Context: an optimization exercise on an open-source flow, tuned for small area, a short achievable clock period and few clock cycles. The choices shown serve that exercise and are no tape-out recipe. No run shown here included a check of the RTL's function; only the layout flow was run. Power figures rest on the tool's default switching activity, not on a simulated workload.

## flow/design.v (module list and top-level ports; edited modules follow where they fit)
// module systolic_array: 124 lines
// module mac_lane0: 516 lines
// module mac_lane1: 516 lines
// module mac_lane2: 516 lines
// module mac_lane3: 516 lines
// module mac_lane4: 516 lines
module systolic_array #(
    parameter DATAWIDTH = 16,
    parameter N_SIZE = 5
) (
    input  wire                     clk,
    input  wire                     rst_n,
    input  wire                     valid_in,
    input  wire signed [N_SIZE*DATAWIDTH-1:0] matrix_a_in,
    input  wire signed [N_SIZE*DATAWIDTH-1:0] matrix_b_in,
    output reg  valid_out,
    output wire signed [N_SIZE*2*DATAWIDTH-1:0] matrix_c_out
);
  // ...
==> flow/flow/run.sh <==
#!/bin/bash
set -euo pipefail
MARGIN=5.9
R=orfs/results/sky130hd/systolic_array/base
bash standard.sh synth > log_synth.txt 2>&1
python3 flow/polarity.py $R/1_2_yosys.v > log_polarity.txt 2>&1
bash standard.sh SETUP_SLACK_MARGIN=$MARGIN \
  "BUFFER_PORTS_ARGS=-buffer_cell sky130_fd_sc_hd__buf_4" finish > log_layout.txt 2>&1
test -f out/final.def
==> flow/flow/polarity.py <==
#!/usr/bin/env python3
"""Remove inverters around full adders in a Yosys sky130hd netlist.

A full adder is self-dual: complementing its three inputs complements both
outputs.  XOR/XNOR gates take either input polarity (swapping XOR for XNOR).
This pass gives every full adder and XOR gate a phase (output stored true or
complemented) so that as few inverters as possible are needed, removes the
netlist's inverters and re-inserts one where a pin still needs the other
polarity of a net.  Registers and every other cell are left as they are.

usage: polarity.py NETLIST.v  (rewritten in place)
"""
import re
import sys
from collections import defaultdict

path = sys.argv[1]
text = open(path).read()

m = re.search(r"^module\s+(\S+)\s*\(", text, re.M)
body_start = text.index(";", m.end()) + 1
end = text.rindex("endmodule")
header, body, tail = text[:body_start], text[body_start:end], text[end:]

# split body into statements
stmts = [s.strip() for s in body.split(";") if s.strip()]
decls, cells, others = [], [], []
cell_re = re.compile(r"^(\S+)\s+(\S+)\s*\((.*)\)$", re.S)
pin_re = re.compile(r"\.(\w+)\(\s*(.*?)\s*\)\s*(?:,|$)", re.S)
for s in stmts:
    if s.startswith(("wire", "input", "output", "reg")):
        decls.append(s)
        continue
    if s.startswith("assign"):
        others.append(s)
        continue
    mm = cell_re.match(s)
    if not mm or not mm.group(1).startswith("sky130_fd_sc_hd__"):
        others.append(s)
        continue
    typ, name, conns = mm.groups()
    pins = {}
    for p, n in pin_re.findall(conns):
        pins[p] = n.strip()
    cells.append({"type": typ, "name": name, "pins": pins})

OUTP = {"X", "Y", "Q", "Q_N", "SUM", "COUT", "HI", "LO"}
def base(t):
    return re.sub(r"^sky130_fd_sc_hd__", "", t)

def kind(c):
    b = base(c["type"])
    if re.match(r"inv_\d+$", b):
        return "inv"
    if re.match(r"fa_\d+$", b):
        return "fa"
    if re.match(r"xn?or2_\d+$", b):
        return "xor"
    return "other"

driver = {}
loads = defaultdict(list)
for i, c in enumerate(cells):
    for p, n in c["pins"].items():
        if p in OUTP:
            driver[n] = (i, p)
        else:
            loads[n].append((i, p))
ports_out = set()
for d in decls:
    if d.startswith("output"):
        mm = re.match(r"output\s+(?:\[(\d+):(\d+)\]\s+)?(\S+)", d)
        hi, lo, nm = mm.groups()
        if hi is None:
            ports_out.add(nm)
        else:
            for k in range(int(lo), int(hi) + 1):
                ports_out.add(f"{nm}[{k}]")

def root(n):
    """Follow inverters back: (root net, parity)."""
    k = 0
    seen = 0
    while n in driver and kind(cells[driver[n][0]]) == "inv" and seen < 64:
        n = cells[driver[n][0]]["pins"]["A"]
        k ^= 1
        seen += 1
    return n, k

# sinks: every non-inverter cell input pin, and every output port
sinks = []  # (cell index or None, pin, port name, root net, parity)
for i, c in enumerate(cells):
    if kind(c) == "inv":
        continue
    for p, n in c["pins"].items():
        if p in OUTP:
            continue
        r, k = root(n)
        sinks.append((i, p, None, r, k))
# output ports driven through inverters
port_sinks = []
for n in ports_out:
    if n in driver and kind(cells[driver[n][0]]) == "inv":
        r, k = root(n)
        port_sinks.append((n, r, k))

phase = [0] * len(cells)   # for fa and xor cells
def src_phase(r):
    if r in driver:
        i = driver[r][0]
        if kind(cells[i]) in ("fa", "xor"):
            return phase[i]
    return 0

def need(s):
    i, p, _, r, k = s
    kd = kind(cells[i])
    if kd == "xor":
        return 0
    want = k ^ (phase[i] if kd == "fa" else 0)
    return want ^ src_phase(r)

sinks_by_root = defaultdict(list)
sinks_by_cell = defaultdict(list)
for s in sinks:
    sinks_by_root[s[3]].append(s)
    sinks_by_cell[s[0]].append(s)
port_by_root = defaultdict(list)
for ps in port_sinks:
    port_by_root[ps[1]].append(ps)

def root_cost(r):
    nd = any(need(s) for s in sinks_by_root[r])
    nd = nd or any(k ^ src_phase(r) for _, _, k in port_by_root[r])
    return 1 if nd else 0

def cell_cost(i):
    roots = set(s[3] for s in sinks_by_cell[i])
    c = cells[i]
    for p, n in c["pins"].items():
        if p in OUTP:
            roots.add(n)
    return sum(root_cost(r) for r in roots)

flippable = [i for i, c in enumerate(cells) if kind(c) in ("fa", "xor")]
total0 = sum(root_cost(r) for r in set(list(sinks_by_root) + list(port_by_root)))
for it in range(20):
    changed = 0
    for i in flippable:
        before = cell_cost(i)
        phase[i] ^= 1
        after = cell_cost(i)
        if after < before:
            changed += 1
        else:
            phase[i] ^= 1
    if not changed:
        break
total1 = sum(root_cost(r) for r in set(list(sinks_by_root) + list(port_by_root)))
ninv = sum(1 for c in cells if kind(c) == "inv")

# rewrite
new_cells = []
comp = {}
newwires = []
inv_type = "sky130_fd_sc_hd__inv_1"
def complement(r):
    if r not in comp:
        w = f"_pol{len(comp)}_"
        comp[r] = w
        newwires.append(w)
        new_cells.append({"type": inv_type, "name": f"_polinv{len(comp)}_",
                          "pins": {"A": r, "Y": w}})
    return comp[r]

def physical(r, want_comp):
    return complement(r) if want_comp else r

for s in sinks:
    i, p, _, r, k = s
    c = cells[i]
    kd = kind(c)
    if kd == "xor":
        # take the root net as it is, fold the polarity into the gate type
        pol = k ^ src_phase(r)
        c["pins"][p] = r
        c.setdefault("tog", 0)
        c["tog"] ^= pol
    else:
        c["pins"][p] = physical(r, need(s) == 1)
# xor cells: output polarity = original type ^ input toggles ^ phase
for i, c in enumerate(cells):
    if kind(c) != "xor":
        continue
    b = base(c["type"])
    is_xnor = b.startswith("xnor")
    drive = b.split("_")[1]
    outp = "Y" if is_xnor else "X"
    out = c["pins"].pop(outp)
    inv_now = is_xnor ^ c.get("tog", 0) ^ phase[i]
    if inv_now:
        c["type"] = f"sky130_fd_sc_hd__xnor2_{drive}"
        c["pins"]["Y"] = out
    else:
        c["type"] = f"sky130_fd_sc_hd__xor2_{drive}"
        c["pins"]["X"] = out
# output ports fed by inverters: drive the port from an inverter of the root
# (or a buffer-free connection is not possible: keep an inverter cell)
port_cells = []
for n, r, k in port_sinks:
    want = k ^ src_phase(r)
    if want:
        port_cells.append({"type": inv_type, "name": f"_polport{len(port_cells)}_",
                           "pins": {"A": r, "Y": n}})
    else:
        port_cells.append({"type": "sky130_fd_sc_hd__buf_1", "name": f"_polport{len(port_cells)}_",
                           "pins": {"A": r, "X": n}})

kept = [c for c in cells if kind(c) != "inv"]
out_cells = kept + new_cells + port_cells

def esc(n):
    return n + " " if n.startswith("\\") else n

def fmt(c):
    pins = ",\n".join(f"    .{p}({esc(n)})" for p, n in c["pins"].items())
    return f"  {c['type']} {c['name']} (\n{pins}\n  );"

# wires: keep declarations of nets still used, add new ones
used = set()
for c in out_cells:
    used.update(c["pins"].values())
lines = [header]
for d in decls:
    mm = re.match(r"wire\s+(?:\[\d+:\d+\]\s+)?(\S+)$", d)
    if mm and not d.startswith(("input", "output")):
        nm = mm.group(1)
        if nm not in used and not any(u.startswith(nm + "[") or u == nm for u in used) and not re.search(r"\[", d):
            continue
    lines.append(f"  {d} ;")
for w in newwires:
    lines.append(f"  wire {w};")
for o in others:
    lines.append(f"  {o} ;")
for c in out_cells:
    lines.append(fmt(c))
open(path, "w").write("\n".join(lines) + "\n" + tail)
print(f"polarity: {ninv} inverters before, {len(newwires)} after "
      f"(+{sum(1 for c in port_cells if 'inv' in c['type'])} at ports); "
      f"root cost {total0} -> {total1}")
==> flow/standard.sh <==
#!/bin/bash
# synth_recipe.tcl (not shown) runs the flow's synth.tcl, then flattens the netlist and writes it again
# the make line also repeats each setting of config.mk as NAME=value (left out here)
make -C /OpenROAD-flow-scripts/flow DESIGN_CONFIG=/design/flow/config.mk WORK_HOME=/design/flow/orfs CLKGATE_MAP_FILE= SYNTH_SCRIPT=/design/flow/synth_recipe.tcl "${@:-finish}"
==> flow/config.mk <==
export PLATFORM = sky130hd
export DESIGN_NAME = systolic_array
export DESIGN_NICKNAME = systolic_array
export VERILOG_FILES = /design/flow/design.v
export SDC_FILE = /design/flow/constraint.sdc
export NUM_CORES = 8
export LEC_CHECK = 0
export CAP_MARGIN = 40
export CORE_MARGIN = 2
export CORE_UTILIZATION = 60
export CTS_CLUSTER_DIAMETER = 100
export CTS_CLUSTER_SIZE = 28
export PLACE_DENSITY = 0.7
export SLEW_MARGIN = 40
export TNS_END_PERCENT = 10
==> flow/constraint.sdc <==
create_clock -name core_clock -period 9.0 [get_ports {clk}]
set_input_delay 1.8000 -clock core_clock [delete_from_list [all_inputs] [get_ports {clk}]]
set_output_delay 1.8000 -clock core_clock [all_outputs]
set_load 0.01 [all_outputs]
==> run summary, run 1 <==
The flow ran to the end and the layout has no timing, DRC or antenna violations. Per report_power, the combinational group accounts for 62.5% of the total. The main power-consuming group is combinational logic.

In this run the horizontal extent of the chip is between 300 and 400 um. The critical path starts at lane3.s1[12]. The number of buffers inserted during clock tree synthesis came out at 57. The cell family contributing the most delay on the critical path is compound AO/OA/AOI/OAI gates. For the worst flop-to-flop path, the logic depth is 12. The number of violations reported at the end of detailed-routing iteration 0 is roughly 3300. The maximum clock insertion buffer count is 3.

met2 is the most crowded layer. The share of total power in the clock network is 10.6%. The source-to-sink clock delay at the later pin of the worst-skew pair is between 0.7 and 0.8 ns. The number of fill cells in the layout is 8029. The final-layout clock buffer total is 63. The vias after detailed routing is around 40000. The die covers between 100000 and 150000 um2.

The worst slew margin relative to its limit came out at between 30% and 40%. Setup repair after global routing could not meet its margin everywhere. In the layout the commonest cells are sky130_fd_sc_hd__dfxtp_1 (1309), sky130_fd_sc_hd__xnor2_1 (659), sky130_fd_sc_hd__fa_1 (557), sky130_fd_sc_hd__a22oi_1 (481), sky130_fd_sc_hd__buf_4 (426). The count of clock tree sinks is 1375. The number of nets in the layout is 6501. The final setup violation count came out at 0. The count of nets left with antenna violations once routing finished came out at 0.

The row count is around 120. The endpoint identified for the worst register-to-register timing path is lane3.acc[25]. The final critical path takes up about two fifths of the cycle.

The fraction of the core area covered by cells at the end of the flow came out at between 60% and 70%. The required time at the endpoint of the critical path is 9.63 ns. Counting instances, the worst hold path has a depth of 0. The actual transition at the worst max-transition pin is ~0.9 ns.
==> module systolic_array, before the edit <==
module systolic_array #(
    parameter DATAWIDTH = 16,
    parameter N_SIZE = 5
) (
    input  wire                     clk,
    input  wire                     rst_n,
    input  wire                     valid_in,
    input  wire signed [N_SIZE*DATAWIDTH-1:0] matrix_a_in,
    input  wire signed [N_SIZE*DATAWIDTH-1:0] matrix_b_in,
    output reg  valid_out,
    output wire signed [N_SIZE*2*DATAWIDTH-1:0] matrix_c_out
);
    localparam DW = DATAWIDTH;
    localparam N  = N_SIZE;
    localparam CW = 2*DATAWIDTH;
    reg [4:0] cnt;
    reg       load;      
    reg       first_0;   
    reg       first_1;   
    reg       first_2;   
    reg       first_3;   
    reg       first_4;   
    wire      run = (cnt != 5'd0) | valid_in;
    wire [4:0] cnt_nx = (cnt == 5'd31) ? cnt : cnt + 5'd1;
    always @(posedge clk or negedge rst_n) begin
        if (!rst_n)
            cnt <= 5'd0;
        else if (run)
            cnt <= cnt_nx;
    end
    always @(posedge clk) begin
        load      <= ~run | (cnt_nx <= 5'd4);
        valid_out <= run & ((cnt_nx == 5'd7) | (cnt_nx == 5'd12) | (cnt_nx == 5'd17) | (cnt_nx == 5'd22) | (cnt_nx == 5'd27));
        first_0 <= run & ((cnt_nx == 5'd2) | (cnt_nx == 5'd7) | (cnt_nx == 5'd12) | (cnt_nx == 5'd17) | (cnt_nx == 5'd22));
        first_1 <= ~(run & ((cnt_nx == 5'd2) | (cnt_nx == 5'd7) | (cnt_nx == 5'd12) | (cnt_nx == 5'd17) | (cnt_nx == 5'd22)));
        first_2 <= run & ((cnt_nx == 5'd1) | (cnt_nx == 5'd2) | (cnt_nx == 5'd7) | (cnt_nx == 5'd12) | (cnt_nx == 5'd17) | (cnt_nx == 5'd22));
        first_3 <= ~(run & ((cnt_nx == 5'd1) | (cnt_nx == 5'd2) | (cnt_nx == 5'd7) | (cnt_nx == 5'd12) | (cnt_nx == 5'd17) | (cnt_nx == 5'd22)));
        first_4 <= run & ((cnt_nx == 5'd2) | (cnt_nx == 5'd7) | (cnt_nx == 5'd12) | (cnt_nx == 5'd17) | (cnt_nx == 5'd22) | (cnt_nx == 5'd27));
    end
    reg signed [DW-1:0] a_st [1:20];
    integer q;
    always @(posedge clk) begin
        for (q = 1; q < 20; q = q + 1) begin
            if (q % 5 == 0)
                a_st[q] <= load ? matrix_a_in[(q/5)*DW +: DW] : a_st[q+1];
            else
                a_st[q] <= a_st[q+1];
        end
        a_st[20] <= matrix_a_in[4*DW +: DW];
    end
    wire [DW-1:0] a0_nx = load ? matrix_a_in[0 +: DW] : a_st[1];
    wire [DW:0]   a0_ext = {a0_nx, 1'b0};
    reg  [7:0] e0_0, e1_0, e2_0;
    reg  [7:0] e0_1, e1_1, e2_1;
    reg  [7:0] e0_2, e1_2, e2_2;
    reg  [7:0] e0_3, e1_3, e2_3;
    reg  [7:0] e0_4, e1_4, e2_4;
    integer d;
    reg x2, x1, x0;
    always @(posedge clk) begin
        for (d = 0; d < 8; d = d + 1) begin
            x2 = a0_ext[2*d+2];
            x1 = a0_ext[2*d+1];
            x0 = a0_ext[2*d];
            e0_0[d] <= x2;
            e1_0[d] <= x1 ^ x0;
            e2_0[d] <= (x2 & ~x1 & ~x0) | (~x2 & x1 & x0);
            e0_1[d] <= ~x2;
            e1_1[d] <= ~(x1 ^ x0);
            e2_1[d] <= ~((x2 & ~x1 & ~x0) | (~x2 & x1 & x0));
            e0_2[d] <= x2 & ~(x1 & x0);
            e1_2[d] <= x1 ^ x0;
            e2_2[d] <= (x2 & ~x1 & ~x0) | (~x2 & x1 & x0);
            e0_3[d] <= x2 | (~x1 & ~x0);
            e1_3[d] <= x1 ^ x0;
            e2_3[d] <= (x2 & ~x1 & ~x0) | (~x2 & x1 & x0);
            e0_4[d] <= (x2 & ~(x1 & x0)) | (~x2 & ~x1 & ~x0);
            e1_4[d] <= x1 ^ x0;
            e2_4[d] <= (x2 & ~x1 & ~x0) | (~x2 & x1 & x0);
        end
    end
    genvar j;
    generate
        for (j = 0; j < N; j = j + 1) begin : col
            reg signed [DW-1:0] b_st [0:4];
            integer p;
            always @(posedge clk) begin
                b_st[0] <= load ? matrix_b_in[j*DW +: DW] : b_st[4];
                for (p = 1; p < 5; p = p + 1)
                    b_st[p] <= b_st[p-1];
            end
        end
    endgenerate
    wire [CW-1:0] acc_0;
    mac_lane0 lane0 (
        .clk(clk), .first(first_0), .e0(e0_0), .e1(e1_0), .e2(e2_0),
        .b(col[0].b_st[0]), .acc(acc_0)
    );
    assign matrix_c_out[0*CW +: CW] = acc_0;
    wire [CW-1:0] acc_1;
    mac_lane1 lane1 (
        .clk(clk), .first(first_1), .e0(e0_1), .e1(e1_1), .e2(e2_1),
        .b(col[1].b_st[0]), .acc(acc_1)
    );
    assign matrix_c_out[1*CW +: CW] = acc_1;
    wire [CW-1:0] acc_2;
    mac_lane2 lane2 (
        .clk(clk), .first(first_2), .e0(e0_2), .e1(e1_2), .e2(e2_2),
        .b(col[2].b_st[0]), .acc(acc_2)
    );
    assign matrix_c_out[2*CW +: CW] = acc_2;
    wire [CW-1:0] acc_3;
    mac_lane3 lane3 (
        .clk(clk), .first(first_3), .e0(e0_3), .e1(e1_3), .e2(e2_3),
        .b(col[3].b_st[0]), .acc(acc_3)
    );
    assign matrix_c_out[3*CW +: CW] = acc_3;
    wire [CW-1:0] acc_4;
    mac_lane4 lane4 (
        .clk(clk), .first(first_4), .e0(e0_4), .e1(e1_4), .e2(e2_4),
        .b(col[4].b_st[0]), .acc(acc_4)
    );
    assign matrix_c_out[4*CW +: CW] = acc_4;
endmodule
==> run 2: changes to the inputs <==
--- a/flow/design.v
+++ b/flow/design.v
@@ -25,22 +25,22 @@
     always @(posedge clk or negedge rst_n) begin
         if (!rst_n)
             cnt <= 5'd0;
         else if (run)
             cnt <= cnt_nx;
     end
     always @(posedge clk) begin
         load      <= ~run | (cnt_nx <= 5'd4);
-        valid_out <= run & ((cnt_nx == 5'd7) | (cnt_nx == 5'd12) | (cnt_nx == 5'd17) | (cnt_nx == 5'd22) | (cnt_nx == 5'd27));
-        first_0 <= run & ((cnt_nx == 5'd2) | (cnt_nx == 5'd7) | (cnt_nx == 5'd12) | (cnt_nx == 5'd17) | (cnt_nx == 5'd22));
-        first_1 <= ~(run & ((cnt_nx == 5'd2) | (cnt_nx == 5'd7) | (cnt_nx == 5'd12) | (cnt_nx == 5'd17) | (cnt_nx == 5'd22)));
-        first_2 <= run & ((cnt_nx == 5'd1) | (cnt_nx == 5'd2) | (cnt_nx == 5'd7) | (cnt_nx == 5'd12) | (cnt_nx == 5'd17) | (cnt_nx == 5'd22));
-        first_3 <= ~(run & ((cnt_nx == 5'd1) | (cnt_nx == 5'd2) | (cnt_nx == 5'd7) | (cnt_nx == 5'd12) | (cnt_nx == 5'd17) | (cnt_nx == 5'd22)));
-        first_4 <= run & ((cnt_nx == 5'd2) | (cnt_nx == 5'd7) | (cnt_nx == 5'd12) | (cnt_nx == 5'd17) | (cnt_nx == 5'd22) | (cnt_nx == 5'd27));
+        valid_out <= run & ((cnt_nx == 5'd8) | (cnt_nx == 5'd13) | (cnt_nx == 5'd18) | (cnt_nx == 5'd23) | (cnt_nx == 5'd28));
+        first_0 <= run & ((cnt_nx == 5'd3) | (cnt_nx == 5'd8) | (cnt_nx == 5'd13) | (cnt_nx == 5'd18) | (cnt_nx == 5'd23));
+        first_1 <= ~(run & ((cnt_nx == 5'd3) | (cnt_nx == 5'd8) | (cnt_nx == 5'd13) | (cnt_nx == 5'd18) | (cnt_nx == 5'd23)));
+        first_2 <= run & ((cnt_nx == 5'd2) | (cnt_nx == 5'd3) | (cnt_nx == 5'd8) | (cnt_nx == 5'd13) | (cnt_nx == 5'd18) | (cnt_nx == 5'd23));
+        first_3 <= ~(run & ((cnt_nx == 5'd2) | (cnt_nx == 5'd3) | (cnt_nx == 5'd8) | (cnt_nx == 5'd13) | (cnt_nx == 5'd18) | (cnt_nx == 5'd23)));
+        first_4 <= run & ((cnt_nx == 5'd3) | (cnt_nx == 5'd8) | (cnt_nx == 5'd13) | (cnt_nx == 5'd18) | (cnt_nx == 5'd23) | (cnt_nx == 5'd28));
     end
     reg signed [DW-1:0] a_st [1:20];
     integer q;
     always @(posedge clk) begin
         for (q = 1; q < 20; q = q + 1) begin
             if (q % 5 == 0)
                 a_st[q] <= load ? matrix_a_in[(q/5)*DW +: DW] : a_st[q+1];
             else
@@ -567,81 +567,23 @@
     wire u45 = s1[70] ^ s1[71] ^ s1[72];
     wire u46 = (s1[70] & s1[71]) | (s1[70] & s1[72]) | (s1[71] & s1[72]);
     wire u47 = s1[73] ^ s1[74] ^ s1[75];
     wire u48 = (s1[73] & s1[74]) | (s1[73] & s1[75]) | (s1[74] & s1[75]);
     wire u49 = s1[76] ^ s1[77] ^ s1[78];
     wire u50 = (s1[76] & s1[77]) | (s1[76] & s1[78]) | (s1[77] & s1[78]);
     wire u51 = s1[79] ^ s1[80];
     wire u52 = s1[79] & s1[80];
-    wire u53 = s1[0] ^ s1[1];
-    wire u54 = s1[0] & s1[1];
-    wire u55 = s1[2] ^ acc_in[1];
-    wire u56 = s1[2] & acc_in[1];
-    wire u57 = s1[3] ^ acc_in[2];
-    wire u58 = s1[3] & acc_in[2];
-    wire u59 = s1[6] ^ u1 ^ acc_in[3];
-    wire u60 = (s1[6] & u1) | (s1[6] & acc_in[3]) | (u1 & acc_in[3]);
-    wire u61 = u2 ^ acc_in[4] ^ u3;
-    wire u62 = (u2 & acc_in[4]) | (u2 & u3) | (acc_in[4] & u3);
-    wire u63 = acc_in[5] ^ u4 ^ u5;
-    wire u64 = (acc_in[5] & u4) | (acc_in[5] & u5) | (u4 & u5);
-    wire u65 = acc_in[6] ^ u6 ^ u7;
-    wire u66 = (acc_in[6] & u6) | (acc_in[6] & u7) | (u6 & u7);
-    wire u67 = acc_in[7] ^ u8 ^ u9;
-    wire u68 = (acc_in[7] & u8) | (acc_in[7] & u9) | (u8 & u9);
-    wire u69 = acc_in[8] ^ u10 ^ u11;
-    wire u70 = (acc_in[8] & u10) | (acc_in[8] & u11) | (u10 & u11);
-    wire u71 = acc_in[9] ^ u12 ^ u13;
-    wire u72 = (acc_in[9] & u12) | (acc_in[9] & u13) | (u12 & u13);
-    wire u73 = acc_in[10] ^ u14 ^ u15;
-    wire u74 = (acc_in[10] & u14) | (acc_in[10] & u15) | (u14 & u15);
-    wire u75 = acc_in[11] ^ u16 ^ u17;
-    wire u76 = (acc_in[11] & u16) | (acc_in[11] & u17) | (u16 & u17);
-    wire u77 = acc_in[12] ^ u18 ^ u19;
-    wire u78 = (acc_in[12] & u18) | (acc_in[12] & u19) | (u18 & u19);
-    wire u79 = acc_in[13] ^ u20 ^ u21;
-    wire u80 = (acc_in[13] & u20) | (acc_in[13] & u21) | (u20 & u21);
-    wire u81 = acc_in[14] ^ u22 ^ u23;
-    wire u82 = (acc_in[14] & u22) | (acc_in[14] & u23) | (u22 & u23);
-    wire u83 = acc_in[15] ^ u24 ^ u25;
-    wire u84 = (acc_in[15] & u24) | (acc_in[15] & u25) | (u24 & u25);
-    wire u85 = acc_in[16] ^ u26 ^ u27;
-    wire u86 = (acc_in[16] & u26) | (acc_in[16] & u27) | (u26 & u27);
-    wire u87 = acc_in[17] ^ u28 ^ u29;
-    wire u88 = (acc_in[17] & u28) | (acc_in[17] & u29) | (u28 & u29);
-    wire u89 = acc_in[18] ^ u30 ^ u31;
-    wire u90 = (acc_in[18] & u30) | (acc_in[18] & u31) | (u30 & u31);
-    wire u91 = acc_in[19] ^ u32 ^ u33;
-    wire u92 = (acc_in[19] & u32) | (acc_in[19] & u33) | (u32 & u33);
-    wire u93 = acc_in[20] ^ u34 ^ u35;
-    wire u94 = (acc_in[20] & u34) | (acc_in[20] & u35) | (u34 & u35);
-    wire u95 = acc_in[21] ^ u36 ^ u37;
-    wire u96 = (acc_in[21] & u36) | (acc_in[21] & u37) | (u36 & u37);
-    wire u97 = acc_in[22] ^ u38 ^ u39;
-    wire u98 = (acc_in[22] & u38) | (acc_in[22] & u39) | (u38 & u39);
-    wire u99 = acc_in[23] ^ u40 ^ u41;
-    wire u100 = (acc_in[23] & u40) | (acc_in[23] & u41) | (u40 & u41);
-    wire u101 = acc_in[24] ^ u42 ^ u43;
-    wire u102 = (acc_in[24] & u42) | (acc_in[24] & u43) | (u42 & u43);
-    wire u103 = acc_in[25] ^ u44 ^ u45;
-    wire u104 = (acc_in[25] & u44) | (acc_in[25] & u45) | (u44 & u45);
-    wire u105 = acc_in[26] ^ u46 ^ u47;
-    wire u106 = (acc_in[26] & u46) | (acc_in[26] & u47) | (u46 & u47);
-    wire u107 = acc_in[27] ^ u48 ^ u49;
-    wire u108 = (acc_in[27] & u48) | (acc_in[27] & u49) | (u48 & u49);
-    wire u109 = u51 ^ acc_in[28] ^ u50;
-    wire u110 = (u51 & acc_in[28]) | (u51 & u50) | (acc_in[28] & u50);
-    wire u111 = s1[81] ^ u52 ^ acc_in[29];
-    wire u112 = (s1[81] & u52) | (s1[81] & acc_in[29]) | (u52 & acc_in[29]);
-    wire u113 = s1[82] ^ acc_in[30];
-    wire u114 = s1[82] & acc_in[30];
-    wire [31:0] x = {u114, u112, u110, u108, u106, u104, u102, u100, u98, u96, u94, u92, u90, u88, u86, u84, u82, u80, u78, u76, u74, u72, u70, u68, u66, u64, u62, u60, u58, u56, u54, u53};
-    wire [31:0] y = {acc_in[31], u113, u111, u109, u107, u105, u103, u101, u99, u97, u95, u93, u91, u89, u87, u85, u83, u81, u79, u77, u75, u73, u71, u69, u67, u65, u63, u61, u59, u57, u55, acc_in[0]};
-    always @(posedge clk) acc <= x + y;
+    wire [31:0] x = {1'b0, s1[82], u52, u50, u48, u46, u44, u42, u40, u38, u36, u34, u32, u30, u28, u26, u24, u22, u20, u18, u16, u14, u12, u10, u8, u6, u4, u2, u1, s1[3], s1[2], s1[0]};
+    wire [31:0] y = {1'b0, 1'b0, s1[81], u51, u49, u47, u45, u43, u41, u39, u37, u35, u33, u31, u29, u27, u25, u23, u21, u19, u17, u15, u13, u11, u9, u7, u5, u3, s1[6], 1'b0, 1'b0, s1[1]};
+    reg  [31:0] prod;
+    always @(posedge clk) begin
+        prod <= x + y;
+        acc  <= acc_in + prod;
+    end
 endmodule
 module mac_lane1 (
     input  wire        clk,
     input  wire        first,
     input  wire [7:0]  e0,
     input  wire [7:0]  e1,
     input  wire [7:0]  e2,
     input  wire [15:0] b,
@@ -1083,81 +1025,23 @@
     wire u45 = s1[70] ^ s1[71] ^ s1[72];
     wire u46 = (s1[70] & s1[71]) | (s1[70] & s1[72]) | (s1[71] & s1[72]);
     wire u47 = s1[73] ^ s1[74] ^ s1[75];
     wire u48 = (s1[73] & s1[74]) | (s1[73] & s1[75]) | (s1[74] & s1[75]);
     wire u49 = s1[76] ^ s1[77] ^ s1[78];
     wire u50 = (s1[76] & s1[77]) | (s1[76] & s1[78]) | (s1[77] & s1[78]);
     wire u51 = s1[79] ^ s1[80];
     wire u52 = s1[79] & s1[80];
-    wire u53 = s1[0] ^ s1[1];
-    wire u54 = s1[0] & s1[1];
-    wire u55 = s1[2] ^ acc_in[1];
-    wire u56 = s1[2] & acc_in[1];
-    wire u57 = s1[3] ^ acc_in[2];
-    wire u58 = s1[3] & acc_in[2];
-    wire u59 = s1[6] ^ u1 ^ acc_in[3];
-    wire u60 = (s1[6] & u1) | (s1[6] & acc_in[3]) | (u1 & acc_in[3]);
-    wire u61 = u2 ^ acc_in[4] ^ u3;
-    wire u62 = (u2 & acc_in[4]) | (u2 & u3) | (acc_in[4] & u3);
-    wire u63 = acc_in[5] ^ u4 ^ u5;
-    wire u64 = (acc_in[5] & u4) | (acc_in[5] & u5) | (u4 & u5);
-    wire u65 = acc_in[6] ^ u6 ^ u7;
-    wire u66 = (acc_in[6] & u6) | (acc_in[6] & u7) | (u6 & u7);
-    wire u67 = acc_in[7] ^ u8 ^ u9;
-    wire u68 = (acc_in[7] & u8) | (acc_in[7] & u9) | (u8 & u9);
-    wire u69 = acc_in[8] ^ u10 ^ u11;
-    wire u70 = (acc_in[8] & u10) | (acc_in[8] & u11) | (u10 & u11);
-    wire u71 = acc_in[9] ^ u12 ^ u13;
-    wire u72 = (acc_in[9] & u12) | (acc_in[9] & u13) | (u12 & u13);
-    wire u73 = acc_in[10] ^ u14 ^ u15;
-    wire u74 = (acc_in[10] & u14) | (acc_in[10] & u15) | (u14 & u15);
-    wire u75 = acc_in[11] ^ u16 ^ u17;
-    wire u76 = (acc_in[11] & u16) | (acc_in[11] & u17) | (u16 & u17);
-    wire u77 = acc_in[12] ^ u18 ^ u19;
-    wire u78 = (acc_in[12] & u18) | (acc_in[12] & u19) | (u18 & u19);
-    wire u79 = acc_in[13] ^ u20 ^ u21;
-    wire u80 = (acc_in[13] & u20) | (acc_in[13] & u21) | (u20 & u21);
-    wire u81 = acc_in[14] ^ u22 ^ u23;
-    wire u82 = (acc_in[14] & u22) | (acc_in[14] & u23) | (u22 & u23);
-    wire u83 = acc_in[15] ^ u24 ^ u25;
-    wire u84 = (acc_in[15] & u24) | (acc_in[15] & u25) | (u24 & u25);
-    wire u85 = acc_in[16] ^ u26 ^ u27;
-    wire u86 = (acc_in[16] & u26) | (acc_in[16] & u27) | (u26 & u27);
-    wire u87 = acc_in[17] ^ u28 ^ u29;
-    wire u88 = (acc_in[17] & u28) | (acc_in[17] & u29) | (u28 & u29);
-    wire u89 = acc_in[18] ^ u30 ^ u31;
-    wire u90 = (acc_in[18] & u30) | (acc_in[18] & u31) | (u30 & u31);
-    wire u91 = acc_in[19] ^ u32 ^ u33;
-    wire u92 = (acc_in[19] & u32) | (acc_in[19] & u33) | (u32 & u33);
-    wire u93 = acc_in[20] ^ u34 ^ u35;
-    wire u94 = (acc_in[20] & u34) | (acc_in[20] & u35) | (u34 & u35);
-    wire u95 = acc_in[21] ^ u36 ^ u37;
-    wire u96 = (acc_in[21] & u36) | (acc_in[21] & u37) | (u36 & u37);
-    wire u97 = acc_in[22] ^ u38 ^ u39;
-    wire u98 = (acc_in[22] & u38) | (acc_in[22] & u39) | (u38 & u39);
-    wire u99 = acc_in[23] ^ u40 ^ u41;
-    wire u100 = (acc_in[23] & u40) | (acc_in[23] & u41) | (u40 & u41);
-    wire u101 = acc_in[24] ^ u42 ^ u43;
-    wire u102 = (acc_in[24] & u42) | (acc_in[24] & u43) | (u42 & u43);
-    wire u103 = acc_in[25] ^ u44 ^ u45;
-    wire u104 = (acc_in[25] & u44) | (acc_in[25] & u45) | (u44 & u45);
-    wire u105 = acc_in[26] ^ u46 ^ u47;
-    wire u106 = (acc_in[26] & u46) | (acc_in[26] & u47) | (u46 & u47);
-    wire u107 = acc_in[27] ^ u48 ^ u49;
-    wire u108 = (acc_in[27] & u48) | (acc_in[27] & u49) | (u48 & u49);
-    wire u109 = u51 ^ acc_in[28] ^ u50;
-    wire u110 = (u51 & acc_in[28]) | (u51 & u50) | (acc_in[28] & u50);
-    wire u111 = s1[81] ^ u52 ^ acc_in[29];
-    wire u112 = (s1[81] & u52) | (s1[81] & acc_in[29]) | (u52 & acc_in[29]);
-    wire u113 = s1[82] ^ acc_in[30];
-    wire u114 = s1[82] & acc_in[30];
-    wire [31:0] x = {u114, u112, u110, u108, u106, u104, u102, u100, u98, u96, u94, u92, u90, u88, u86, u84, u82, u80, u78, u76, u74, u72, u70, u68, u66, u64, u62, u60, u58, u56, u54, u53};
-    wire [31:0] y = {acc_in[31], u113, u111, u109, u107, u105, u103, u101, u99, u97, u95, u93, u91, u89, u87, u85, u83, u81, u79, u77, u75, u73, u71, u69, u67, u65, u63, u61, u59, u57, u55, acc_in[0]};
-    always @(posedge clk) acc <= x + y;
+    wire [31:0] x = {1'b0, s1[82], u52, u50, u48, u46, u44, u42, u40, u38, u36, u34, u32, u30, u28, u26, u24, u22, u20, u18, u16, u14, u12, u10, u8, u6, u4, u2, u1, s1[3], s1[2], s1[0]};
+    wire [31:0] y = {1'b0, 1'b0, s1[81], u51, u49, u47, u45, u43, u41, u39, u37, u35, u33, u31, u29, u27, u25, u23, u21, u19, u17, u15, u13, u11, u9, u7, u5, u3, s1[6], 1'b0, 1'b0, s1[1]};
+    reg  [31:0] prod;
+    always @(posedge clk) begin
+        prod <= x + y;
+        acc  <= acc_in + prod;
+    end
 endmodule
 module mac_lane2 (
     input  wire        clk,
     input  wire        first,
     input  wire [7:0]  e0,
     input  wire [7:0]  e1,
     input  wire [7:0]  e2,
     input  wire [15:0] b,
@@ -1599,81 +1483,23 @@
     wire u45 = s1[70] ^ s1[71] ^ s1[72];
     wire u46 = (s1[70] & s1[71]) | (s1[70] & s1[72]) | (s1[71] & s1[72]);
     wire u47 = s1[73] ^ s1[74] ^ s1[75];
     wire u48 = (s1[73] & s1[74]) | (s1[73] & s1[75]) | (s1[74] & s1[75]);
     wire u49 = s1[76] ^ s1[77] ^ s1[78];
     wire u50 = (s1[76] & s1[77]) | (s1[76] & s1[78]) | (s1[77] & s1[78]);
     wire u51 = s1[79] ^ s1[80];
     wire u52 = s1[79] & s1[80];
-    wire u53 = s1[0] ^ s1[1];
-    wire u54 = s1[0] & s1[1];
-    wire u55 = s1[2] ^ acc_in[1];
-    wire u56 = s1[2] & acc_in[1];
-    wire u57 = s1[3] ^ acc_in[2];
-    wire u58 = s1[3] & acc_in[2];
-    wire u59 = s1[6] ^ u1 ^ acc_in[3];
-    wire u60 = (s1[6] & u1) | (s1[6] & acc_in[3]) | (u1 & acc_in[3]);
-    wire u61 = u2 ^ acc_in[4] ^ u3;
-    wire u62 = (u2 & acc_in[4]) | (u2 & u3) | (acc_in[4] & u3);
-    wire u63 = acc_in[5] ^ u4 ^ u5;
-    wire u64 = (acc_in[5] & u4) | (acc_in[5] & u5) | (u4 & u5);
-    wire u65 = acc_in[6] ^ u6 ^ u7;
-    wire u66 = (acc_in[6] & u6) | (acc_in[6] & u7) | (u6 & u7);
-    wire u67 = acc_in[7] ^ u8 ^ u9;
-    wire u68 = (acc_in[7] & u8) | (acc_in[7] & u9) | (u8 & u9);
-    wire u69 = acc_in[8] ^ u10 ^ u11;
-    wire u70 = (acc_in[8] & u10) | (acc_in[8] & u11) | (u10 & u11);
-    wire u71 = acc_in[9] ^ u12 ^ u13;
-    wire u72 = (acc_in[9] & u12) | (acc_in[9] & u13) | (u12 & u13);
-    wire u73 = acc_in[10] ^ u14 ^ u15;
-    wire u74 = (acc_in[10] & u14) | (acc_in[10] & u15) | (u14 & u15);
-    wire u75 = acc_in[11] ^ u16 ^ u17;
-    wire u76 = (acc_in[11] & u16) | (acc_in[11] & u17) | (u16 & u17);
-    wire u77 = acc_in[12] ^ u18 ^ u19;
-    wire u78 = (acc_in[12] & u18) | (acc_in[12] & u19) | (u18 & u19);
-    wire u79 = acc_in[13] ^ u20 ^ u21;
-    wire u80 = (acc_in[13] & u20) | (acc_in[13] & u21) | (u20 & u21);
-    wire u81 = acc_in[14] ^ u22 ^ u23;
-    wire u82 = (acc_in[14] & u22) | (acc_in[14] & u23) | (u22 & u23);
-    wire u83 = acc_in[15] ^ u24 ^ u25;
-    wire u84 = (acc_in[15] & u24) | (acc_in[15] & u25) | (u24 & u25);
-    wire u85 = acc_in[16] ^ u26 ^ u27;
-    wire u86 = (acc_in[16] & u26) | (acc_in[16] & u27) | (u26 & u27);
-    wire u87 = acc_in[17] ^ u28 ^ u29;
-    wire u88 = (acc_in[17] & u28) | (acc_in[17] & u29) | (u28 & u29);
-    wire u89 = acc_in[18] ^ u30 ^ u31;
-    wire u90 = (acc_in[18] & u30) | (acc_in[18] & u31) | (u30 & u31);
-    wire u91 = acc_in[19] ^ u32 ^ u33;
-    wire u92 = (acc_in[19] & u32) | (acc_in[19] & u33) | (u32 & u33);
-    wire u93 = acc_in[20] ^ u34 ^ u35;
-    wire u94 = (acc_in[20] & u34) | (acc_in[20] & u35) | (u34 & u35);
-    wire u95 = acc_in[21] ^ u36 ^ u37;
-    wire u96 = (acc_in[21] & u36) | (acc_in[21] & u37) | (u36 & u37);
-    wire u97 = acc_in[22] ^ u38 ^ u39;
-    wire u98 = (acc_in[22] & u38) | (acc_in[22] & u39) | (u38 & u39);
-    wire u99 = acc_in[23] ^ u40 ^ u41;
-    wire u100 = (acc_in[23] & u40) | (acc_in[23] & u41) | (u40 & u41);
-    wire u101 = acc_in[24] ^ u42 ^ u43;
-    wire u102 = (acc_in[24] & u42) | (acc_in[24] & u43) | (u42 & u43);
-    wire u103 = acc_in[25] ^ u44 ^ u45;
-    wire u104 = (acc_in[25] & u44) | (acc_in[25] & u45) | (u44 & u45);
-    wire u105 = acc_in[26] ^ u46 ^ u47;
-    wire u106 = (acc_in[26] & u46) | (acc_in[26] & u47) | (u46 & u47);
-    wire u107 = acc_in[27] ^ u48 ^ u49;
-    wire u108 = (acc_in[27] & u48) | (acc_in[27] & u49) | (u48 & u49);
-    wire u109 = u51 ^ acc_in[28] ^ u50;
-    wire u110 = (u51 & acc_in[28]) | (u51 & u50) | (acc_in[28] & u50);
-    wire u111 = s1[81] ^ u52 ^ acc_in[29];
-    wire u112 = (s1[81] & u52) | (s1[81] & acc_in[29]) | (u52 & acc_in[29]);
-    wire u113 = s1[82] ^ acc_in[30];
-    wire u114 = s1[82] & acc_in[30];
-    wire [31:0] x = {u114, u112, u110, u108, u106, u104, u102, u100, u98, u96, u94, u92, u90, u88, u86, u84, u82, u80, u78, u76, u74, u72, u70, u68, u66, u64, u62, u60, u58, u56, u54, u53};
-    wire [31:0] y = {acc_in[31], u113, u111, u109, u107, u105, u103, u101, u99, u97, u95, u93, u91, u89, u87, u85, u83, u81, u79, u77, u75, u73, u71, u69, u67, u65, u63, u61, u59, u57, u55, acc_in[0]};
-    always @(posedge clk) acc <= x + y;
+    wire [31:0] x = {1'b0, s1[82], u52, u50, u48, u46, u44, u42, u40, u38, u36, u34, u32, u30, u28, u26, u24, u22, u20, u18, u16, u14, u12, u10, u8, u6, u4, u2, u1, s1[3], s1[2], s1[0]};
+    wire [31:0] y = {1'b0, 1'b0, s1[81], u51, u49, u47, u45, u43, u41, u39, u37, u35, u33, u31, u29, u27, u25, u23, u21, u19, u17, u15, u13, u11, u9, u7, u5, u3, s1[6], 1'b0, 1'b0, s1[1]};
+    reg  [31:0] prod;
+    always @(posedge clk) begin
+        prod <= x + y;
+        acc  <= acc_in + prod;
+    end
 endmodule
 module mac_lane3 (
     input  wire        clk,
     input  wire        first,
     input  wire [7:0]  e0,
     input  wire [7:0]  e1,
     input  wire [7:0]  e2,
     input  wire [15:0] b,
@@ -2115,81 +1941,23 @@
     wire u45 = s1[70] ^ s1[71] ^ s1[72];
     wire u46 = (s1[70] & s1[71]) | (s1[70] & s1[72]) | (s1[71] & s1[72]);
     wire u47 = s1[73] ^ s1[74] ^ s1[75];
     wire u48 = (s1[73] & s1[74]) | (s1[73] & s1[75]) | (s1[74] & s1[75]);
     wire u49 = s1[76] ^ s1[77] ^ s1[78];
     wire u50 = (s1[76] & s1[77]) | (s1[76] & s1[78]) | (s1[77] & s1[78]);
     wire u51 = s1[79] ^ s1[80];
     wire u52 = s1[79] & s1[80];
-    wire u53 = s1[0] ^ s1[1];
-    wire u54 = s1[0] & s1[1];
-    wire u55 = s1[2] ^ acc_in[1];
-    wire u56 = s1[2] & acc_in[1];
-    wire u57 = s1[3] ^ acc_in[2];
-    wire u58 = s1[3] & acc_in[2];
-    wire u59 = s1[6] ^ u1 ^ acc_in[3];
-    wire u60 = (s1[6] & u1) | (s1[6] & acc_in[3]) | (u1 & acc_in[3]);
-    wire u61 = u2 ^ acc_in[4] ^ u3;
-    wire u62 = (u2 & acc_in[4]) | (u2 & u3) | (acc_in[4] & u3);
-    wire u63 = acc_in[5] ^ u4 ^ u5;
-    wire u64 = (acc_in[5] & u4) | (acc_in[5] & u5) | (u4 & u5);
-    wire u65 = acc_in[6] ^ u6 ^ u7;
-    wire u66 = (acc_in[6] & u6) | (acc_in[6] & u7) | (u6 & u7);
-    wire u67 = acc_in[7] ^ u8 ^ u9;
-    wire u68 = (acc_in[7] & u8) | (acc_in[7] & u9) | (u8 & u9);
-    wire u69 = acc_in[8] ^ u10 ^ u11;
-    wire u70 = (acc_in[8] & u10) | (acc_in[8] & u11) | (u10 & u11);
-    wire u71 = acc_in[9] ^ u12 ^ u13;
-    wire u72 = (acc_in[9] & u12) | (acc_in[9] & u13) | (u12 & u13);
-    wire u73 = acc_in[10] ^ u14 ^ u15;
-    wire u74 = (acc_in[10] & u14) | (acc_in[10] & u15) | (u14 & u15);
-    wire u75 = acc_in[11] ^ u16 ^ u17;
-    wire u76 = (acc_in[11] & u16) | (acc_in[11] & u17) | (u16 & u17);
-    wire u77 = acc_in[12] ^ u18 ^ u19;
-    wire u78 = (acc_in[12] & u18) | (acc_in[12] & u19) | (u18 & u19);
-    wire u79 = acc_in[13] ^ u20 ^ u21;
-    wire u80 = (acc_in[13] & u20) | (acc_in[13] & u21) | (u20 & u21);
-    wire u81 = acc_in[14] ^ u22 ^ u23;
-    wire u82 = (acc_in[14] & u22) | (acc_in[14] & u23) | (u22 & u23);
-    wire u83 = acc_in[15] ^ u24 ^ u25;
-    wire u84 = (acc_in[15] & u24) | (acc_in[15] & u25) | (u24 & u25);
-    wire u85 = acc_in[16] ^ u26 ^ u27;
-    wire u86 = (acc_in[16] & u26) | (acc_in[16] & u27) | (u26 & u27);
-    wire u87 = acc_in[17] ^ u28 ^ u29;
-    wire u88 = (acc_in[17] & u28) | (acc_in[17] & u29) | (u28 & u29);
-    wire u89 = acc_in[18] ^ u30 ^ u31;
-    wire u90 = (acc_in[18] & u30) | (acc_in[18] & u31) | (u30 & u31);
-    wire u91 = acc_in[19] ^ u32 ^ u33;
-    wire u92 = (acc_in[19] & u32) | (acc_in[19] & u33) | (u32 & u33);
-    wire u93 = acc_in[20] ^ u34 ^ u35;
-    wire u94 = (acc_in[20] & u34) | (acc_in[20] & u35) | (u34 & u35);
-    wire u95 = acc_in[21] ^ u36 ^ u37;
-    wire u96 = (acc_in[21] & u36) | (acc_in[21] & u37) | (u36 & u37);
-    wire u97 = acc_in[22] ^ u38 ^ u39;
-    wire u98 = (acc_in[22] & u38) | (acc_in[22] & u39) | (u38 & u39);
-    wire u99 = acc_in[23] ^ u40 ^ u41;
-    wire u100 = (acc_in[23] & u40) | (acc_in[23] & u41) | (u40 & u41);
-    wire u101 = acc_in[24] ^ u42 ^ u43;
-    wire u102 = (acc_in[24] & u42) | (acc_in[24] & u43) | (u42 & u43);
-    wire u103 = acc_in[25] ^ u44 ^ u45;
-    wire u104 = (acc_in[25] & u44) | (acc_in[25] & u45) | (u44 & u45);
-    wire u105 = acc_in[26] ^ u46 ^ u47;
-    wire u106 = (acc_in[26] & u46) | (acc_in[26] & u47) | (u46 & u47);
-    wire u107 = acc_in[27] ^ u48 ^ u49;
-    wire u108 = (acc_in[27] & u48) | (acc_in[27] & u49) | (u48 & u49);
-    wire u109 = u51 ^ acc_in[28] ^ u50;
-    wire u110 = (u51 & acc_in[28]) | (u51 & u50) | (acc_in[28] & u50);
-    wire u111 = s1[81] ^ u52 ^ acc_in[29];
-    wire u112 = (s1[81] & u52) | (s1[81] & acc_in[29]) | (u52 & acc_in[29]);
-    wire u113 = s1[82] ^ acc_in[30];
-    wire u114 = s1[82] & acc_in[30];
-    wire [31:0] x = {u114, u112, u110, u108, u106, u104, u102, u100, u98, u96, u94, u92, u90, u88, u86, u84, u82, u80, u78, u76, u74, u72, u70, u68, u66, u64, u62, u60, u58, u56, u54, u53};
-    wire [31:0] y = {acc_in[31], u113, u111, u109, u107, u105, u103, u101, u99, u97, u95, u93, u91, u89, u87, u85, u83, u81, u79, u77, u75, u73, u71, u69, u67, u65, u63, u61, u59, u57, u55, acc_in[0]};
-    always @(posedge clk) acc <= x + y;
+    wire [31:0] x = {1'b0, s1[82], u52, u50, u48, u46, u44, u42, u40, u38, u36, u34, u32, u30, u28, u26, u24, u22, u20, u18, u16, u14, u12, u10, u8, u6, u4, u2, u1, s1[3], s1[2], s1[0]};
+    wire [31:0] y = {1'b0, 1'b0, s1[81], u51, u49, u47, u45, u43, u41, u39, u37, u35, u33, u31, u29, u27, u25, u23, u21, u19, u17, u15, u13, u11, u9, u7, u5, u3, s1[6], 1'b0, 1'b0, s1[1]};
+    reg  [31:0] prod;
+    always @(posedge clk) begin
+        prod <= x + y;
+        acc  <= acc_in + prod;
+    end
 endmodule
 module mac_lane4 (
     input  wire        clk,
     input  wire        first,
     input  wire [7:0]  e0,
     input  wire [7:0]  e1,
     input  wire [7:0]  e2,
     input  wire [15:0] b,
@@ -2631,74 +2399,16 @@
     wire u45 = s1[70] ^ s1[71] ^ s1[72];
     wire u46 = (s1[70] & s1[71]) | (s1[70] & s1[72]) | (s1[71] & s1[72]);
     wire u47 = s1[73] ^ s1[74] ^ s1[75];
     wire u48 = (s1[73] & s1[74]) | (s1[73] & s1[75]) | (s1[74] & s1[75]);
     wire u49 = s1[76] ^ s1[77] ^ s1[78];
     wire u50 = (s1[76] & s1[77]) | (s1[76] & s1[78]) | (s1[77] & s1[78]);
     wire u51 = s1[79] ^ s1[80];
     wire u52 = s1[79] & s1[80];
-    wire u53 = s1[0] ^ s1[1];
-    wire u54 = s1[0] & s1[1];
-    wire u55 = s1[2] ^ acc_in[1];
-    wire u56 = s1[2] & acc_in[1];
-    wire u57 = s1[3] ^ acc_in[2];
-    wire u58 = s1[3] & acc_in[2];
-    wire u59 = s1[6] ^ u1 ^ acc_in[3];
-    wire u60 = (s1[6] & u1) | (s1[6] & acc_in[3]) | (u1 & acc_in[3]);
-    wire u61 = u2 ^ acc_in[4] ^ u3;
-    wire u62 = (u2 & acc_in[4]) | (u2 & u3) | (acc_in[4] & u3);
-    wire u63 = acc_in[5] ^ u4 ^ u5;
-    wire u64 = (acc_in[5] & u4) | (acc_in[5] & u5) | (u4 & u5);
-    wire u65 = acc_in[6] ^ u6 ^ u7;
-    wire u66 = (acc_in[6] & u6) | (acc_in[6] & u7) | (u6 & u7);
-    wire u67 = acc_in[7] ^ u8 ^ u9;
-    wire u68 = (acc_in[7] & u8) | (acc_in[7] & u9) | (u8 & u9);
-    wire u69 = acc_in[8] ^ u10 ^ u11;
-    wire u70 = (acc_in[8] & u10) | (acc_in[8] & u11) | (u10 & u11);
-    wire u71 = acc_in[9] ^ u12 ^ u13;
-    wire u72 = (acc_in[9] & u12) | (acc_in[9] & u13) | (u12 & u13);
-    wire u73 = acc_in[10] ^ u14 ^ u15;
-    wire u74 = (acc_in[10] & u14) | (acc_in[10] & u15) | (u14 & u15);
-    wire u75 = acc_in[11] ^ u16 ^ u17;
-    wire u76 = (acc_in[11] & u16) | (acc_in[11] & u17) | (u16 & u17);
-    wire u77 = acc_in[12] ^ u18 ^ u19;
-    wire u78 = (acc_in[12] & u18) | (acc_in[12] & u19) | (u18 & u19);
-    wire u79 = acc_in[13] ^ u20 ^ u21;
-    wire u80 = (acc_in[13] & u20) | (acc_in[13] & u21) | (u20 & u21);
-    wire u81 = acc_in[14] ^ u22 ^ u23;
-    wire u82 = (acc_in[14] & u22) | (acc_in[14] & u23) | (u22 & u23);
-    wire u83 = acc_in[15] ^ u24 ^ u25;
-    wire u84 = (acc_in[15] & u24) | (acc_in[15] & u25) | (u24 & u25);
-    wire u85 = acc_in[16] ^ u26 ^ u27;
-    wire u86 = (acc_in[16] & u26) | (acc_in[16] & u27) | (u26 & u27);
-    wire u87 = acc_in[17] ^ u28 ^ u29;
-    wire u88 = (acc_in[17] & u28) | (acc_in[17] & u29) | (u28 & u29);
-    wire u89 = acc_in[18] ^ u30 ^ u31;
-    wire u90 = (acc_in[18] & u30) | (acc_in[18] & u31) | (u30 & u31);
-    wire u91 = acc_in[19] ^ u32 ^ u33;
-    wire u92 = (acc_in[19] & u32) | (acc_in[19] & u33) | (u32 & u33);
-    wire u93 = acc_in[20] ^ u34 ^ u35;
-    wire u94 = (acc_in[20] & u34) | (acc_in[20] & u35) | (u34 & u35);
-    wire u95 = acc_in[21] ^ u36 ^ u37;
-    wire u96 = (acc_in[21] & u36) | (acc_in[21] & u37) | (u36 & u37);
-    wire u97 = acc_in[22] ^ u38 ^ u39;
-    wire u98 = (acc_in[22] & u38) | (acc_in[22] & u39) | (u38 & u39);
-    wire u99 = acc_in[23] ^ u40 ^ u41;
-    wire u100 = (acc_in[23] & u40) | (acc_in[23] & u41) | (u40 & u41);
-    wire u101 = acc_in[24] ^ u42 ^ u43;
-    wire u102 = (acc_in[24] & u42) | (acc_in[24] & u43) | (u42 & u43);
-    wire u103 = acc_in[25] ^ u44 ^ u45;
-    wire u104 = (acc_in[25] & u44) | (acc_in[25] & u45) | (u44 & u45);
-    wire u105 = acc_in[26] ^ u46 ^ u47;
-    wire u106 = (acc_in[26] & u46) | (acc_in[26] & u47) | (u46 & u47);
-    wire u107 = acc_in[27] ^ u48 ^ u49;
-    wire u108 = (acc_in[27] & u48) | (acc_in[27] & u49) | (u48 & u49);
-    wire u109 = u51 ^ acc_in[28] ^ u50;
-    wire u110 = (u51 & acc_in[28]) | (u51 & u50) | (acc_in[28] & u50);
-    wire u111 = s1[81] ^ u52 ^ acc_in[29];
-    wire u112 = (s1[81] & u52) | (s1[81] & acc_in[29]) | (u52 & acc_in[29]);
-    wire u113 = s1[82] ^ acc_in[30];
-    wire u114 = s1[82] & acc_in[30];
-    wire [31:0] x = {u114, u112, u110, u108, u106, u104, u102, u100, u98, u96, u94, u92, u90, u88, u86, u84, u82, u80, u78, u76, u74, u72, u70, u68, u66, u64, u62, u60, u58, u56, u54, u53};
-    wire [31:0] y = {acc_in[31], u113, u111, u109, u107, u105, u103, u101, u99, u97, u95, u93, u91, u89, u87, u85, u83, u81, u79, u77, u75, u73, u71, u69, u67, u65, u63, u61, u59, u57, u55, acc_in[0]};
-    always @(posedge clk) acc <= x + y;
+    wire [31:0] x = {1'b0, s1[82], u52, u50, u48, u46, u44, u42, u40, u38, u36, u34, u32, u30, u28, u26, u24, u22, u20, u18, u16, u14, u12, u10, u8, u6, u4, u2, u1, s1[3], s1[2], s1[0]};
+    wire [31:0] y = {1'b0, 1'b0, s1[81], u51, u49, u47, u45, u43, u41, u39, u37, u35, u33, u31, u29, u27, u25, u23, u21, u19, u17, u15, u13, u11, u9, u7, u5, u3, s1[6], 1'b0, 1'b0, s1[1]};
+    reg  [31:0] prod;
+    always @(posedge clk) begin
+        prod <= x + y;
+        acc  <= acc_in + prod;
+    end
 endmodule
==> flow/config.mk (replaced) <==
export PLATFORM = sky130hd
export DESIGN_NAME = systolic_array
export DESIGN_NICKNAME = systolic_array
export VERILOG_FILES = /design/flow/design.v
export SDC_FILE = /design/flow/constraint.sdc
export NUM_CORES = 8
export LEC_CHECK = 0
export CAP_MARGIN = 40
export CORE_MARGIN = 2
export CORE_UTILIZATION = 45
export CTS_CLUSTER_DIAMETER = 150
export CTS_CLUSTER_SIZE = 28
export SLEW_MARGIN = 40
export TNS_END_PERCENT = 10
==> run summary, run 2 <==
The classification of the worst-slack hold path is register to register. The worst slew margin relative to its limit came out at 39.1% (+0.14 points). The actual transition at the worst max-transition pin came to 0.913 ns (-0.00339 ns). Cells with a size suffix above 1 make up 15.8% of the layout. The average detailed-routed wire length per instance came out at 20.9 um. Walking the worst path, the cells encountered are fa_1 -> ha_4 -> a21o_1 -> a21oi_2 -> and2_1 -> o41a_1 -> o31ai_4 -> a221o_1 -> and4_4 -> o31ai_4 -> nor2b_4 -> xnor2_1. The largest driver fanout on the critical path came out at 3.

The cell sitting at the root of the clock tree is a sky130_fd_sc_hd__clkbuf_16. In this run, post-CTS hold repair placed 0 buffers. The number of flip-flops in the largest register came out at 400.

Based on the critical path, the design can be clocked at up to 0.308 GHz. The post-synthesis cell count came out at 6291. The run finished with no timing, DRC or antenna violations. The required time at the endpoint of the critical path is 9.62 ns (about the same).

The clock tree from TritonCTS is yes. From synthesis to final layout, the design area changed by 11.5%. Data arrives at the worst endpoint at 3.86 ns. The post-synthesis average cell area is roughly 11 um2. The final layout contains routed wiring with a total length of between 150 and 200 mm. The number of nets in the layout was 7417 (+14%). The placeable core region came out at ~160000 um2. The antenna violation net count after detailed routing was 0 (unchanged).

The setup path with the least slack is of type register to register. The peak per-stage delay on the critical path came out at between 0.5 and 0.6 ns. Global routing used between 20% and 30% of the available tracks. Leaving out fill and tap cells, the most frequent cells in the layout are sky130_fd_sc_hd__dfxtp_1 (1449), sky130_fd_sc_hd__xnor2_1 (768), sky130_fd_sc_hd__a22oi_1 (482), sky130_fd_sc_hd__buf_4 (473), sky130_fd_sc_hd__fa_1 (416).

The post-placement cell area came out at approximately 75000 um2. The synthesized cell area came out at 70400 um2. The number of hold violations in the final report came to 0. The sum of net half-perimeters after detailed placement came out at between 100 and 150 mm.

The count of clock tree sinks came out at 1535 (+12%). The final design area excluding fillers came out at around 80000 um2. The final number of max-transition violations came out at 0.

STA classifies the critical path endpoint as a register. The number of violations reported at the end of detailed-routing iteration 0 was 3035 (-8.0%). In the routed design, unresolved DRC markers number 0. The count of input and output buffers is around 320. The worst setup path is launched from a register. The die span in x came out at 400 um (+21%). The row count is 145 (+22%). The total number of yosys warnings is 18. The via count of the first global-routing pass is about 48000. The clock slew at the register clock pins of the worst setup and hold paths came out at 0.12 ns. The final setup violation count came to 0 (unchanged). The number of fill cells in the layout is 13800 (+72%). The largest net degree at the start of global routing is 53.

The via count normalized by instance count came out at 5.46. In this run the vertical extent of the chip is 400 um. The number of buffers inserted during clock tree synthesis came out at 60 (+5.3%). The worst clock skew is between 0.09 and 0.1 ns. The max-cap violation count is 0.

The global-route wire length before repair is approximately 270 mm. The placer's final routability congestion estimate is around 0.87. The share of the clock period used by the worst path after layout is 36.1% (-3.7 points).

The maximum level of the CTS H-tree is 2. After routing, the total negative slack on setup checks comes to 0 ns. The largest registers in the layout are col.b_st x400, a_st x320. The slowest stage of the critical path is the sky130_fd_sc_hd__fa_1 cell. The source-to-sink clock delay at the later pin of the worst-skew pair came to 0.77 ns (+0.04 ns).

The maximum clock insertion buffer count came out at 3 (unchanged). The total global routing overflow came out at 0. The iteration count of the initial detailed-routing pass is 6.

The area enclosed by the die boundary came to 160000 um2 (+47%). The static leakage power came out at 31.0 nW. In this design, the critical path's most frequently occurring cell is sky130_fd_sc_hd__o31ai_4. The library cell used most frequently in the layout, excluding fill and tap cells, is sky130_fd_sc_hd__dfxtp_1. The count of pins on the block boundary is about 320. The initial standard-cell utilization of the core is around 45%.

The vias after detailed routing is 46300 (+15%). The register containing the most flip-flops in the final layout is col.b_st. The number of antenna violations at the first check in global routing came out at 18. The maximum ir drop on the vdd rail came out at 0.000198 V. The worst path needs roughly 3.2 ns of the cycle, external delays included. Setup repair after global routing could not meet its margin everywhere.

Synthesis produced a netlist with a net count of between 7000 and 8000. The power density over the cells is around 340 nW/um2.
==> run 2: report_power, final <==
part | switching, mW | internal (mW) | total, mW
registers | 0.793 | 8.29 | 9.08
logic | 7.60 | 6.94 | 14.5
clock network | 2.07 | 1.22 | 3.29
==> run 2: final cells by class <==
class                      count  area (um2)  share of cell area [%]
clock inverter                 4        97.6                   0.124
clock buffer                  63        1510                    1.93
sequential                  1535       30900                    39.4
multi-input combinational   4128       38800                    49.4
timing repair buffer         489        3850                    4.90
antenna                        5        12.5                  0.0159
tap                         2058        2570                    3.28
inverter                     198         743                   0.947
==> run 2: path summary, 6_finish.rpt <==
path	from	endpoint	slack (ns)	depth (start not counted)
setup / recovery	lane2.s1[27]	lane2.prod[29]	5.75	12
max in group asynchronous	rst_n	cnt[2]	8.04	1
min in group asynchronous	rst_n	cnt[0]	0.84	1
hold reg to reg	col[4].b_st[3][2]	col[4].b_st[4][2]	0.30	0
setup reg to reg	lane2.s1[27]	lane2.prod[29]	5.75	12
hold / removal	col[4].b_st[3][2]	col[4].b_st[4][2]	0.30	0
==> run 2: worst max-delay path, delay by kind of cell (launching register included) <==
family          cells  cell delay [ns]
compound gates      6             1.28
xor+xnor            1             0.12
fa+ha+maj           2             0.81
flops               1             0.34
simple gates        3             0.54
==> run 2: metrics by stage <==
stage                     hold WS [ns]  std cells  util, %  total power, mW  setup WS [ns]
after floorplan                  0.310       6291        -             18.7           5.84
after global placement           0.309       8318     47.8             22.0           5.19
after detailed placement         0.312       8319     47.8             22.2           5.35
after CTS                        0.312       8436     49.6             26.3           5.74
after global routing             0.323       8477     50.4             29.0           5.62
final                            0.305       8480     50.4             26.9           5.75
==> run 2: routing by layer <==
layer | GRT usage (%) | vias up | part of all wire [%]
met3 | 4.37 | 309 | 6.7
li1 | - | 21700 | -
met2 | 36.8 | 1352 | 47
met5 | 0 | - | 0.10
met1 | 28.0 | 22900 | 43
met4 | 6.55 | 26 | 2.9
==> run 2: repair_timing <==
| item | in CTS | in global routing |
|---|---|---|
| resized for setup | 147 | 142 |
| cloned | 1 | 3 |
| setup buffers | 49 | 36 |
| pin swaps | 98 | 75 |
| endpoints found under the setup margin | 184 | 186 |

## separate check: timing with driven ports
No port has a modelled driver above. Below, the same layouts with a new extraction and two added sets of constraints. Step 1: set_driving_cell puts a clkbuf_16 on clk and a buf_2 on each other input, an assumption about the parent block. Step 2, shift: input delay + t, output delay - t, t = (earliest + latest rising clock arrival at the registers) / 2. This alone moves slack from input paths to output paths. Slacks: ideal / step 1 / step 2; pairs: ideal / step 1.
run	t (ns)	setup WS [ns]	pins driven straight from the clock port
run 1	0.781	5.420 / 5.420 / 5.420	1
run 2	0.809	5.753 / 5.753 / 5.658	1
After both steps setup and hold are still met in every run listed. The setup slack of run 2, which loses most, moves by 0.000 ns with the drivers and by -0.095 ns with both steps.
